Context: an optimization exercise on an open-source flow, tuned for small area, a short achievable clock period and few clock cycles. The choices shown serve that exercise and are no tape-out recipe.
Only simulation tests tie the RTL to the original design; equivalence was not proved.
Power figures rest on the tool's default switching activity, not on a simulated workload.

run 1:
Design SET, start of the top module:
module SET ( clk , rst, en, central, radius, mode, busy, valid, candidate );
For scale: about 2,900 cells after synthesis, about 26 flip-flops, roughly 15,000 sq um of cells after synthesis.
clock: 9.0 ns
lec_check: 0
abc_area: 1
cap_margin: 20
core_margin: 2
core_utilization: 60
slew_margin: 20
run.sh (not shown) runs the stock make flow with config.mk's settings and CLKGATE_MAP_FILE= SYNTH_SCRIPT=/design/flow/synth_recipe.tcl, a recipe that flattens the netlist after the stock synthesis.
Testbench counts of run 1, summed over its fixed seeds: cycles 648.
--- input diff run 1..run 2 ---
Settings: swapping 60 for 70 in CORE_UTILIZATION; putting PLACE_DENSITY at 0.72 where nothing was set; putting SETUP_SLACK_MARGIN at 1.5 where nothing was set.
==> flow/flow/run.sh (new file) <==
#!/bin/bash
# Layout: the standard flow (standard.sh) with one change: buffer_ports
# puts a sky130_fd_sc_hd__buf_4 on every input and output port instead of the
# slow delay-cell buffer it picks by default. Every port still gets a buffer.
set -e
export BUFFER_PORTS_ARGS="-buffer_cell sky130_fd_sc_hd__buf_4"
bash standard.sh finish > standard.log 2>&1
==> flow/standard.sh (new file) <==
#!/bin/bash
# synth_recipe.tcl (not shown) runs the flow's synth.tcl, then flattens the netlist and writes it again
# the make line also repeats each setting of config.mk as NAME=value (left out here)
make -C /OpenROAD-flow-scripts/flow DESIGN_CONFIG=/design/flow/config.mk WORK_HOME=/design/flow/orfs CLKGATE_MAP_FILE= SYNTH_SCRIPT=/design/flow/synth_recipe.tcl "${@:-finish}"
removed: flow/run.sh
Higher global-route wire length before repair among run 2 and run 1: run 1. Via count: run 2 higher than run 1. Run 2: all stages complete, timing, DRC and antenna checks passed. Looking at detailed route wirelength on metal3 across run 2 and run 1, the one that comes out higher is run 2. For floorplan row count, dividing the value from run 2 by the value from run 1 gives 0.930. Delta (run 2 minus run 1): routed wire length shows a reduction of 1100 um; data arrival time at the worst-slack endpoint shows a reduction of 0.65 ns; global placement routability congestion shows a reduction of 0.63%; vertical extent of the die shows a reduction of 12 um. Summary of run 2 over run 1: final cell utilization of the core picked up an extra 9.1 points, average detailed-routed wire length per instance lost 0.071 um.
Relative to run 2, the following input files were edited for run 3:
Settings: removing PLACE_DENSITY (formerly 0.72); changing CORE_UTILIZATION from 70 to 60.
### Flow results
- Run 3 went all the way through synthesis, placement and routing and the layout is clean on timing, DRC and antenna.
- Looking at fraction of area in multi-input gates, run 3 sits below run 2.
- Status: total met2 wirelength after detailed routing parity (run 2, run 3)
- Taking run 3 over run 2, the logic depth of the worst path, buffers included ratio works out to 1.5.
- When the final numbers for run 3 and run 2 were put side by side, the design area turned out to be greater in run 3.
- Per the comparison of run 3 with run 2, fmax rose 0.70%, wire length now larger, largest vdd supply drop went up by 76%, final worst setup slack went up by 0.049 ns.
- Compared to run 2, run 3 has minimum setup slack among reg-to-reg paths 0.32 ns higher.
- Any difference in wire length of the first global-routing pass between run 2 and run 3 is small enough to ignore.

========
SET, a different RTL version from the one above (not shown whole).
Size in the first run: ~2900 cells after synthesis, about 51 I/O pins, roughly 15000 µm² of cells after synthesis.
clock: 9.0 ns
lec_check: 0
abc_area: 1
cap_margin: 20
core_margin: 2
core_utilization: 60
setup_slack_margin: 1.0
slew_margin: 20
Stock flow here: none of the scripts above is used.
Testbench counts at the start, summed over its fixed seeds: cycles 648.
Rerun with:
- SETUP_SLACK_MARGIN: 1.0 -> unset
=> Worst setup slack gets worse by 0.82 ns; fmax went down by roughly a tenth; wire length went down by a few percent; non-clock buffer count went down by 23; sequential power barely changes; total power went down by a few percent.

========
SET, a different RTL version from the one above (not shown whole).
Size: about 2900 cells after synthesis, about 51 I/O pins.
export LEC_CHECK = 0
export ABC_AREA = 1
export CAP_MARGIN = 20
export CORE_MARGIN = 2
export CORE_UTILIZATION = 60
export SETUP_SLACK_MARGIN = 1.5
export SLEW_MARGIN = 20
create_clock -name core_clock -period 9.0 [get_ports {clk}]
standard.sh (not shown) runs the stock make flow with config.mk's settings and CLKGATE_MAP_FILE= SYNTH_SCRIPT=/design/flow/synth_recipe.tcl, a recipe that flattens the netlist after the stock synthesis.
==> flow/flow/run.sh <==
#!/bin/bash
# Layout: the standard flow (standard.sh) with one change: buffer_ports
# puts a sky130_fd_sc_hd__buf_4 on every input and output port instead of the
# slow delay-cell buffer it picks by default. Every port still gets a buffer.
set -e
export BUFFER_PORTS_ARGS="-buffer_cell sky130_fd_sc_hd__buf_4"
bash standard.sh finish > standard.log 2>&1
The starting point ran to the end with no violations.
Testbench counts at the start, summed over its fixed seeds: cycles 648.
Rerun with:
- PLACE_DENSITY: unset -> 0.85
What happened: Fmax hardly moves; via count went up by 1.7%; clock skew goes up by 0.0060 ns; setup slack is about the same; count of clock-buffer cells in the layout climbs by 1; power barely changes; synthesized area is unchanged; final cell count is about the same; routed wire length grows by about 3.4%.
Rerun with:
- GPL_ROUTABILITY_DRIVEN: unset -> 0
- PLACE_DENSITY: 0.85 -> unset
- routed wire length goes down by 4.6%
- worst hold slack is better by 0.0059 ns
- combinational power goes down by about 2%
- power goes down by 0.67%
- cell count is unchanged
- sequential power hardly moves
- sequential cell count stays the same
- area after synthesis is unchanged
- non-clock buffer count does not change

-- what the ideal ports hide --
The results above use ideal ports. As a check the final layouts listed here were re-extracted and re-timed, cells and wires unchanged.
Step 1 assumes that a clkbuf_16 drives the clock port and a buf_2 every other input.
Step 2 adds t to the input delays and takes it off the output delays; t is the mean of the earliest and latest rising clock arrival at the registers after step 1. Input paths then give back, and output paths get back, about the clock's delay inside the block.
Three values: ideal ports, drivers, drivers and shift; two values: the first two.
run | shift t [ns] | slack for setup (ns) | hold slack, ns | worst register clock-pin slew, ns | pins driven straight from the clock port
run 1 | 0.296 | 1.295 / 1.298 / 1.002 | 0.480 / 0.480 / 0.480 | 0.07 / 0.07 | 1
run 2 | 0.289 | 1.950 / 1.955 / 1.666 | 0.484 / 0.484 / 0.484 | 0.07 / 0.07 | 1
run 3 | 0.292 | 1.999 / 2.010 / 1.718 | 0.472 / 0.472 / 0.472 | 0.07 / 0.07 | 1
the first run of note 2 | 0.272 | 1.365 / 1.358 / 1.086 | 0.514 / 0.514 / 0.514 | 0.05 / 0.05 | 1
the second run of note 2 | 0.272 | 0.546 / 0.550 / 0.278 | 0.514 / 0.514 / 0.514 | 0.05 / 0.05 | 1
the first run of note 3 | 0.291 | 1.914 / 1.917 / 1.626 | 0.471 / 0.471 / 0.471 | 0.07 / 0.07 | 1
the second run of note 3 | 0.285 | 1.914 / 1.919 / 1.634 | 0.474 / 0.474 / 0.474 | 0.07 / 0.07 | 1
the third run of note 3 | 0.287 | 1.930 / 1.933 / 1.645 | 0.480 / 0.480 / 0.480 | 0.07 / 0.07 | 1
After both steps setup and hold are still met in every run listed. The setup slack of run 1, which loses most, moves by +0.003 ns with the drivers and by -0.293 ns with both steps.
